This design comes from an exercise in tuning for small area on the open sky130 flow, not from production work.
Function was checked by simulation only, so behaviour that the tests miss may differ from the original.
Power is estimated from default activity; no workload was simulated.

==> design/flow/design.v <==
module Mux8Bit #(parameter WIDTH = 8)(
input [WIDTH-1:0] A,
input Sel,
output reg [WIDTH-1:0] Out);
always@(*)
    if(Sel)
        Out <= {WIDTH{1'b0}};
    else
        Out <= A;
endmodule
module Mux32Bit#(parameter WIDTH = 32)(
input [WIDTH-1:0] A,
input [WIDTH-1:0] B,
input Sel,
output reg [WIDTH-1:0] Out);
always@(*)
    if(Sel)
        Out <= B;
    else
        Out <= A;
endmodule
module Concatenator(InA, InB, InC, InD, InE, out);
  input [7:0] InA, InB, InC;
  input [3:0] InD, InE;
  output [31:0] out;
  assign out = {InE, InD, InC, InB, InA};
endmodule
module ALU(
input [7:0] A,
input [7:0] B,
input [3:0] Sel,
output reg [7:0] Out,
output reg [3:0] Flag);
always@(*)
begin
    Flag = 4'h0;  
    Out = 8'h00;
    case(Sel)
        4'h0: {Flag[1:1], Out} = A+B;
        4'h1: {Flag[3:3], Out} = A-B;
        4'h2: 
            begin
            if(A > 8'hF && B > 8'hF)  
                Flag[2:2] = 1'b1;
            Out = A*B;
            end
        4'h3: 
            begin
            if(A < B)
                Flag[3:3] = 1'b1;
            Out = (B == 8'h00) ? 8'h00 : A/B;
            end        
        4'h4: {Flag[1:1], Out} = A<<B;
        4'h5: {Out, Flag[1:1]} = A>>B;
        4'h6: Out = A & B;  
        4'h7: Out = A | B;  
        4'h8: Out = A ^ B;
        4'h9: Out = A ~^ B;
        4'hA: Out = ~(A & B);
        4'hB: Out = ~(A | B);
        default:
            begin
            Out = 8'h00;
            Flag = 4'h0;
            end
    endcase
    if(Out == 0 && Sel < 4'hC)
        Flag[0:0] = 1'b1;
end   
endmodule
module Memory #(parameter WIDTH = 8, DinLength = 32) (
input [DinLength-1:0] Din,
input [WIDTH-1:0] Addr,
input R_W,
input Valid,
input Reset,
input Clk,
output reg [DinLength-1:0] Dout);
localparam AW = $clog2(WIDTH);
integer res;
reg [DinLength-1:0] Mem [0: WIDTH-1];
always @(posedge Clk or posedge Reset)
begin
    if(Reset)
        begin
           for(res = 0; res < WIDTH; res = res+1)
            begin
                Mem[res] <= {DinLength{1'b0}};
            end 
           Dout <= {DinLength{1'b0}};
        end
    else if(Valid) 
    begin
        if (R_W == 1'b0)
        begin
            if(Addr < WIDTH)
                Dout <= Mem[Addr[AW-1:0]];
            else
                Dout <= {DinLength{1'b0}};
        end
        else if(R_W == 1'b1)
        begin
            if(Addr < WIDTH)
                Mem[Addr[AW-1:0]] <= Din;
        end 
    end
end
endmodule
module DecInputKey(
input InputKey,
input ValidCmd,
input Reset,
input Clk,
input Busy,
output reg Active,
output reg Mode);
reg CorrectInput;
reg[1:0] ns;
wire[1:0] cs;
assign cs = ns;
always@(posedge Clk or posedge Reset)
begin
    if(Reset)
    begin
        Active <= 1'b0;
        Mode <= 1'b0;
        CorrectInput <= 1'b0;
        ns <= 2'b00;
    end
    else
    begin
        if(ValidCmd)
            begin
                if(!CorrectInput)
                    casex({InputKey, cs})
                        3'b1_00: ns <= 2'b01;
                        3'b0_01: ns <= 2'b10;
                        3'b1_10: ns <= 2'b11;
                        3'b0_11: CorrectInput <= 1'b1;
                        default: ns<= 2'b00;
                    endcase
            end
        if(CorrectInput && !Busy)
        begin
            Active <=1'b1;
            Mode <= InputKey;
        end
    end
end
endmodule
module RW_flow(
input Active, Mode, ValidCmd, RW, Reset, Clk, TxDone,
output reg AccessMem, RWMem, SampleData, TxData, Busy);
reg [1:0] ns;
wire [1:0] cs;
reg [1:0] rwFlag;
reg rwen;
assign cs = ns;
always@(posedge Clk or posedge Reset)
begin
    if(Reset)
        begin
            AccessMem <= 1'b0;
            RWMem <= 1'b0;
            SampleData <= 1'b0;
            TxData <= 1'b0;
            Busy <= 1'b0;
            rwFlag <= 2'b00;
            ns <= 2'b00;
            rwen <= 1'b0;
        end
    else if (Mode == 1'b1 && rwFlag != 2'b10)
        begin
            rwFlag <= 2'b01;
            casex({cs, ValidCmd, Active, Mode, RW, TxDone})
              7'b00_1_1_1_0_x: {ns, AccessMem, RWMem, Busy, rwen} <= 6'b01_1_0_1_1;
              7'b00_1_1_1_1_x: {ns, AccessMem, RWMem, TxData, Busy,rwen} <= 7'b11_1_1_1_1_0;
              7'b01_x_1_1_x_0: {ns,SampleData, AccessMem} <= 4'b10_1_0;
              7'b10_x_1_x_x_0: {ns,TxData,SampleData} <= 4'b11_1_0;
              7'b11_x_1_x_x_x: begin TxData <= 1'b0; if ((TxDone && rwen) || (!RW && !rwen))begin {ns, Busy,TxData, AccessMem, RWMem} <= 6'b00_0_0_0_0; end end
              default: {ns, AccessMem, RWMem, SampleData, TxData, Busy, rwFlag} <= 9'b00_0_0_0_0_0_00;
            endcase
        end
   else if (Mode == 1'b0 && (rwFlag != 2'b01))
       begin
            rwFlag <= 2'b10;
            casex({cs, ValidCmd, Active, Mode,TxDone})
              6'b00_1_1_0_x: {ns, SampleData, Busy} <= 4'b01_1_1;
              6'b01_x_1_0_0: {ns, SampleData, TxData} <= 4'b10_0_1;
              6'b10_x_1_x_x: begin TxData <= 1'b0; if(TxDone) begin {ns, Busy} <= 4'b00_0;  end end          
              default: {AccessMem, RWMem, Busy, rwFlag} <= 7'b00_0_0_0_00;
            endcase
       end
end
endmodule
module FrequencyDivider(
input [31:0] Din,
input ConfigDiv, Reset, Clk, Enable,
output reg ClkOut,
output Tick);
reg [31:0] T;
reg [31:0] counter;
assign Tick = Enable && ((T == 32'd1) || (!ClkOut && (counter < T/2)));
always@(posedge Clk or posedge Reset)
begin
    if(Reset)
    begin
        ClkOut <= 1'b0;
        counter <= 1;
        T <= 32'd0;
    end
    else
    begin
        if(!Enable)
        begin
            ClkOut <= 1'b0;
            if(ConfigDiv)
                T <= Din;
        end
        else
        begin
            if(T == 1)
                ClkOut <= 1'b1;
            else
            begin
                counter <= counter + 1;
                if(counter >=(T-1))
                    counter <= 0;
                ClkOut <= (counter<T/2)?1'b1:1'b0;
            end
        end
    end     
end
endmodule
module SerialTransciever #(parameter WIDTH = 4)(
input [31:0] DataIn,
input Sample, StartTx, Reset, Clk, Tick,
output reg TxDone, TxBusy, 
output reg [WIDTH-1:0] Dout);
reg TxStart, DataValid;
reg [31:0] data;
reg [5:0] cnt;
reg TxStart_n, DataValid_n, TxDone_n, TxBusy_n;
reg [31:0] data_n;
reg [5:0] cnt_n;
reg [WIDTH-1:0] Dout_n;
always@(*)
begin
    TxStart_n = TxStart;
    DataValid_n = DataValid;
    TxDone_n = TxDone;
    TxBusy_n = TxBusy;
    data_n = data;
    cnt_n = cnt;
    Dout_n = Dout;
    if(Sample && !StartTx)
    begin
        data_n = DataIn;
        DataValid_n = 1'b1;
        TxStart_n = 1'b0;
        TxDone_n = 1'b0;
    end
    else if(!Sample && StartTx && DataValid)
    begin
        TxStart_n = 1'b1;
        TxBusy_n = 1'b1;
        TxDone_n = 1'b0;
    end
    if(Tick)
    begin
        TxDone_n = 1'b0;
        if(TxStart_n)
        begin
            if(cnt_n < 32)
            begin
                Dout_n = data_n[31:32-WIDTH];
                data_n = {data_n[31-WIDTH:0], {WIDTH{1'b0}}};
                cnt_n = cnt_n + WIDTH;
            end
            else
            begin
                data_n = {32{1'b0}};
                DataValid_n = 1'b0;
                Dout_n = {WIDTH{1'b0}};
                TxDone_n = 1'b1;
                TxStart_n = 1'b0;
                TxBusy_n = 1'b0;
                cnt_n = 0;
            end
        end
    end
end
always@(posedge Clk or posedge Reset)
begin
    if(Reset)
    begin
        TxDone <= 1'b0;
        TxBusy <= 1'b0;
        Dout <= {WIDTH{1'b0}};
        cnt <= 0;
        TxStart <= 1'b0;
        DataValid <= 1'b0;
        data <= {32{1'b0}};
    end
    else
    begin
        TxDone <= TxDone_n;
        TxBusy <= TxBusy_n;
        Dout <= Dout_n;
        cnt <= cnt_n;
        TxStart <= TxStart_n;
        DataValid <= DataValid_n;
        data <= data_n;
    end
end
endmodule
module TopModule(
input InputKey, ValidCmd, RWMem, ConfigDiv, Reset, Clk,
input[7:0] Addr, InA, InB,
input[3:0] Sel,
input[31:0] DIn,
output CalcActive, CalcMode, Busy, DOutValid, ClkTx,
output [3:0] DataOut);
wire [31:0] ConcatOutTmp, MemDout, TxDinTmp;
wire [7:0] MuxInATmp, MuxInBTmp, AluOutTmp; 
wire [3:0] MuxSelTmp, AluFlagTmp;
wire SampleData, CtrlTransferDataTmp, ClkTmp, Active, CtrlRWMemTmp, CtrlAccessMemTmp, CtrlModeTmp;
wire TxData, TxTick;
reg ResetTmp, RWTmp;
always@(*)
begin
    if(!Active && Reset)
        ResetTmp <= 1'b1;
    else
        ResetTmp <= 1'b0;
    if(Active && RWMem)
        RWTmp <= 1'b1;
    else
        RWTmp <= 1'b0;
end
assign CalcActive = Active;
assign CalcMode = CtrlModeTmp;
assign ClkTx = ClkTmp;
Mux8Bit #(8) MuxA_DUT(InA, ResetTmp, MuxInATmp);
Mux8Bit #(8) MuxB_DUT(InB, ResetTmp, MuxInBTmp);
Mux8Bit #(4) MuxSel_DUT(Sel, ResetTmp, MuxSelTmp);
ALU ALU_DUT(MuxInATmp, MuxInBTmp, MuxSelTmp, AluOutTmp, AluFlagTmp);
DecInputKey InputKey_DUT(InputKey, ValidCmd, Reset, Clk, Busy, Active, CtrlModeTmp);
RW_flow Controller_DUT(Active, CtrlModeTmp, ValidCmd, RWTmp, Reset, Clk, CtrlTransferDataTmp, CtrlAccessMemTmp, CtrlRWMemTmp, SampleData, TxData, Busy);
Concatenator Concatenator_DUT(MuxInATmp, MuxInBTmp, AluOutTmp, MuxSelTmp, AluFlagTmp, ConcatOutTmp);
Memory #(8, 32) Memory_DUT(ConcatOutTmp, Addr, CtrlRWMemTmp, CtrlAccessMemTmp, Reset, Clk, MemDout);
Mux32Bit #(32) Mux32Bit_DUT(ConcatOutTmp, MemDout,CtrlModeTmp, TxDinTmp);
SerialTransciever #(4) SerialTransciever_DUT(TxDinTmp, SampleData, TxData, Reset, Clk, TxTick, CtrlTransferDataTmp, DOutValid, DataOut);
FrequencyDivider FrequencyDivider_DUT(DIn, ConfigDiv, Reset, Clk, Active, ClkTmp, TxTick);
endmodule
==> design/flow/run.sh <==
#!/bin/bash
# synth_recipe.tcl (not shown) runs the flow's synth.tcl, then flattens the netlist and writes it again
# the make line also repeats each setting of config.mk as NAME=value (left out here)
make -C /OpenROAD-flow-scripts/flow DESIGN_CONFIG=/design/flow/config.mk WORK_HOME=/design/flow/orfs CLKGATE_MAP_FILE= SYNTH_SCRIPT=/design/flow/synth_recipe.tcl finish
==> design/flow/config.mk <==
export PLATFORM = sky130hd
export DESIGN_NAME = TopModule
export DESIGN_NICKNAME = TopModule
export VERILOG_FILES = /design/flow/design.v
export SDC_FILE = /design/flow/constraint.sdc
export NUM_CORES = 4
export LEC_CHECK = 0
export CAP_MARGIN = 20
export CORE_MARGIN = 2
export CORE_UTILIZATION = 40
export PLACE_DENSITY = 0.6
export SLEW_MARGIN = 20
==> design/flow/constraint.sdc <==
create_clock -name core_clock -period 20.0 [get_ports {Clk}]
set_input_delay 4.0000 -clock core_clock [delete_from_list [all_inputs] [get_ports {Clk}]]
set_output_delay 4.0000 -clock core_clock [all_outputs]
set_load 0.01 [all_outputs]
==> summary.txt <==
* Slew HR at 23.5%
* Routability congestion estimate at 0.955
* Share of cells above drive strength 1 at 7.83%
* # IOs at 75
* Area growth from synthesis to layout at 11.9%
* Post-synth EDFFs at 0
* Die area at 0.0637 mm2
* Largest net degree at the start of global routing at 168
* CTS tree: yes
* Avg Vias per Cell at 5.82
* Cts bufs inserted at 46
* Int Pwr at 1.75 mW
* Row cnt at 91
* RSZ-0062 raised after global routing: false
* Root buf cell: clkbuf_16
* Total power at 2.68 mW
* Post-CTS Hold Fix Bufs at 0
* Die height at 252 um
* Crit. End Element: flip-flop
* Final Hold Fails at 0
* Most frequent cells in the layout: 457 x nand2_1, 410 x dfrtp_1, 372 x o21ai_0
* Syn. warnings at 11
* Top_reg_cell synth: dfrtp_1
* GRT Util Overall at 24.3%
* Number of fill cells at 5908
* Hold slack final at 476 ps
* Worst VDD drop at 60.4 uV
* Die width at 252 um
* Post-synth cell types at 100
* Hold Crit Class: reg -> reg
* Multi-input gate area at 0.0131 mm2
* Setup TNS at 0 ps
* Run status: complete, no violations
* Worst slew pin tran at 1150 ps
* Commonest non-fill, non-tap cell in the layout: nand2_1
* Clock power share at 33.1%
* DR WL/cell at 21.4 um
* Area of the core at 0.0614 mm2
* Post-CTS sizing at 0
* Critical-path maximum fanout at 52
* P_leak at 12.2 nW
* Ant diodes at 0
* F_max at 60.8 MHz
* CP max stage delay at 750 ps
* Max-cap violations at 0
* Sequential-to-total area share from yosys stat at 41.8%
* Iter 0 DRT Violations at 1683
* Net Sw Frac at 34.6%
* Antenna-violating nets left at 0
* Required @ worst endpoint at 20500 ps
* Syn Area/Cell at 8.76 um2
* Post-layout util at 45.0%
* Post-Synthesis Cell Area at 0.0247 mm2
* Initial antenna violation count at 0
* Power Dens Cells at 96.9 mW/mm2
* Clock latency on the worst-skew pair at 610 ps
* Critical path class: in -> reg
* Fin Clk Skew at 49.5 ps
* Sw power at 927 uW
* Mapped Nets at 3041
* Total routed wirelength at 77.4 mm
* Async set-or-reset flop fraction in the synthesized netlist at 100%
* Clk sinks at 412
* Seq pwr share at 37.9%
* DR vias at 21000
* Clock Pin Slew Worst Setup and Hold Paths at 60 ps
* Initial Util at 40.2%
* Min Tclk post-route at 16460 ps
* Total iterations of the first detailed-routing run at 5
* Setup WS pre-CTS at 3220 ps
* # setup viols final at 0
* CTS H-tree lvls at 2
* Slew Limit Fails at 0
* CP max stage cell: a21oi_1
* First-pass GRT wire length at 121 mm
* Clock Path Buffers at 3
* Vias in the first global route at 20500
* Register area at 0.0103 mm2
* Crit share post-route at 82.3%
* Worst path arrival time at 16960 ps
* Synthesized instance count at 2819
* DP HPWL at 50.2 mm
* Final #Nets at 3011
* # Post-CTS Setup Buffers at 0
* Total grt overflow at 0
* IO Port Bufs at 74
* Most common cell on crit path: ha_1
* Worst Setup Slack, final at 3540 ps
* DRC viols at 0
* Crit start category: input port
* Logic pwr share at 29.1%
* Yosys reg bits at 412
[Yosys cell counts, types with 31 or more instances]
library cell,count,area share (%)
nand3_1,34,0.69
xnor2_1,60,2.1
ha_1,142,7.2
clkbuf_1,150,2.3
inv_1,131,2.0
a21oi_1,160,3.2
o221ai_1,33,1.2
nor2_1,181,2.8
and3_1,31,0.79
dfrtp_1,411,42
o21ai_0,372,7.5
nand2_1,462,7.0
mux2_2,31,1.4
a22oi_1,74,2.3
nor3_1,46,0.93
[cells by family after synthesis]
family	synth area share, %
AND/OR/NAND/NOR	16.6
AO/OA/AOI/OAI	22.0
flip-flops	41.8
buffers and inverters	5.32
adder cells (fa/ha/maj)	8.33
XOR/XNOR	3.05
multiplexers	2.94
[state kept, by name, indices dropped and copies added, names as in the netlist, 2 cells and up]
name                          flops
SerialTransciever_DUT.Dout        4
InputKey_DUT.ns                   2
FrequencyDivider_DUT.counter     32
Memory_DUT.Dout                  32
Controller_DUT.ns                 2
Controller_DUT.rwFlag             2
SerialTransciever_DUT.data       32
FrequencyDivider_DUT.T           32
SerialTransciever_DUT.cnt         4
Memory_DUT.Mem                  256
[path summary, 6_finish.rpt]
| check | end | slack [ps] | depth (start not counted) | startpoint |
|---|---|---|---|---|
| max | Memory_DUT.Mem[5][28] | 3540 | 45 | Reset |
| min reg2reg | Memory_DUT.Mem[2][23] | 480 | 2 | Memory_DUT.Mem[2][23] |
| max in group asynchronous | Memory_DUT.Mem[3][18] | 13830 | 5 | Reset |
| min in group asynchronous | FrequencyDivider_DUT.T[9] | 3980 | 2 | Reset |
| max reg2reg | Memory_DUT.Mem[5][28] | 7090 | 44 | InputKey_DUT.Active |
| min | Memory_DUT.Mem[2][23] | 480 | 2 | Memory_DUT.Mem[2][23] |
[per-stage QoR]
step	cells	cell area [um2]
final	3612	27600
after floorplan	2819	24700
after CTS	3609	27600
after detailed placement	3528	26000
after global placement	3528	26000
after global routing	3612	27600
[cell type report]
cell class	count	share of cell area, %
multi-input combinational	2082	47.6
sequential	412	37.3
clock buffer	62	4.74
timing repair buffer	115	4.00
tap	790	3.58
inverter	132	1.82
clock inverter	19	0.978
[worst max-delay path, delay by kind of cell]
family                     cells  cell delay, ps
AOI/OAI and AO/OA             19            4560
and+or+nand+nor               12            3010
adders and majority gates      7            2570
muxes                          5            1770
buffers and inverters          2             980
[layer usage]
layer	wire, um	part of all wire (%)	up-vias	track usage, %
li1	-	-	9882	-
met1	34900	45	10300	33.7
met2	36100	47	669	39.9
met3	4230	5.5	136	2.67
met4	2110	2.7	0	7.24
met5	0	0	-	0
[power groups by stage]
stage	Sequential, mW	Combinational (mW)	Clock, mW
2_1_floorplan	1.01	0.553	0
4_1_cts	1.01	0.775	0.903
5_1_grt	1.03	0.869	0.935
3_3_place_gp	1.02	0.752	0
3_5_place_dp	1.03	0.771	0
6_report	1.01	0.778	0.885

-- static timing again, ports no longer ideal --
No port has a modelled driver above. Below, the same layout with a new extraction and two added sets of constraints. Step 1 (the two cells are an assumption about what drives the block):
set clk [get_ports {Clk}]
set_driving_cell -lib_cell sky130_fd_sc_hd__clkbuf_16 $clk
set_driving_cell -lib_cell sky130_fd_sc_hd__buf_2 [delete_from_list [all_inputs] $clk]
Step 2, shift: input delay + t, output delay - t, t = (earliest + latest rising clock arrival at the registers) / 2. This alone moves slack from input paths to output paths. Slacks: ideal ports / drivers / drivers and shift; pairs: ideal ports / drivers.
t (ns): 0.639
setup slack, ns: 3.543 / 3.568 / 2.929
worst setup path at the end: input to register
worst data-port slew with drivers (ns): 0.07
pins driven straight from the clock port: 1
After both steps setup and hold are still met in this run. The setup slack of this run moves by +0.025 ns with the drivers and by -0.614 ns with both steps.
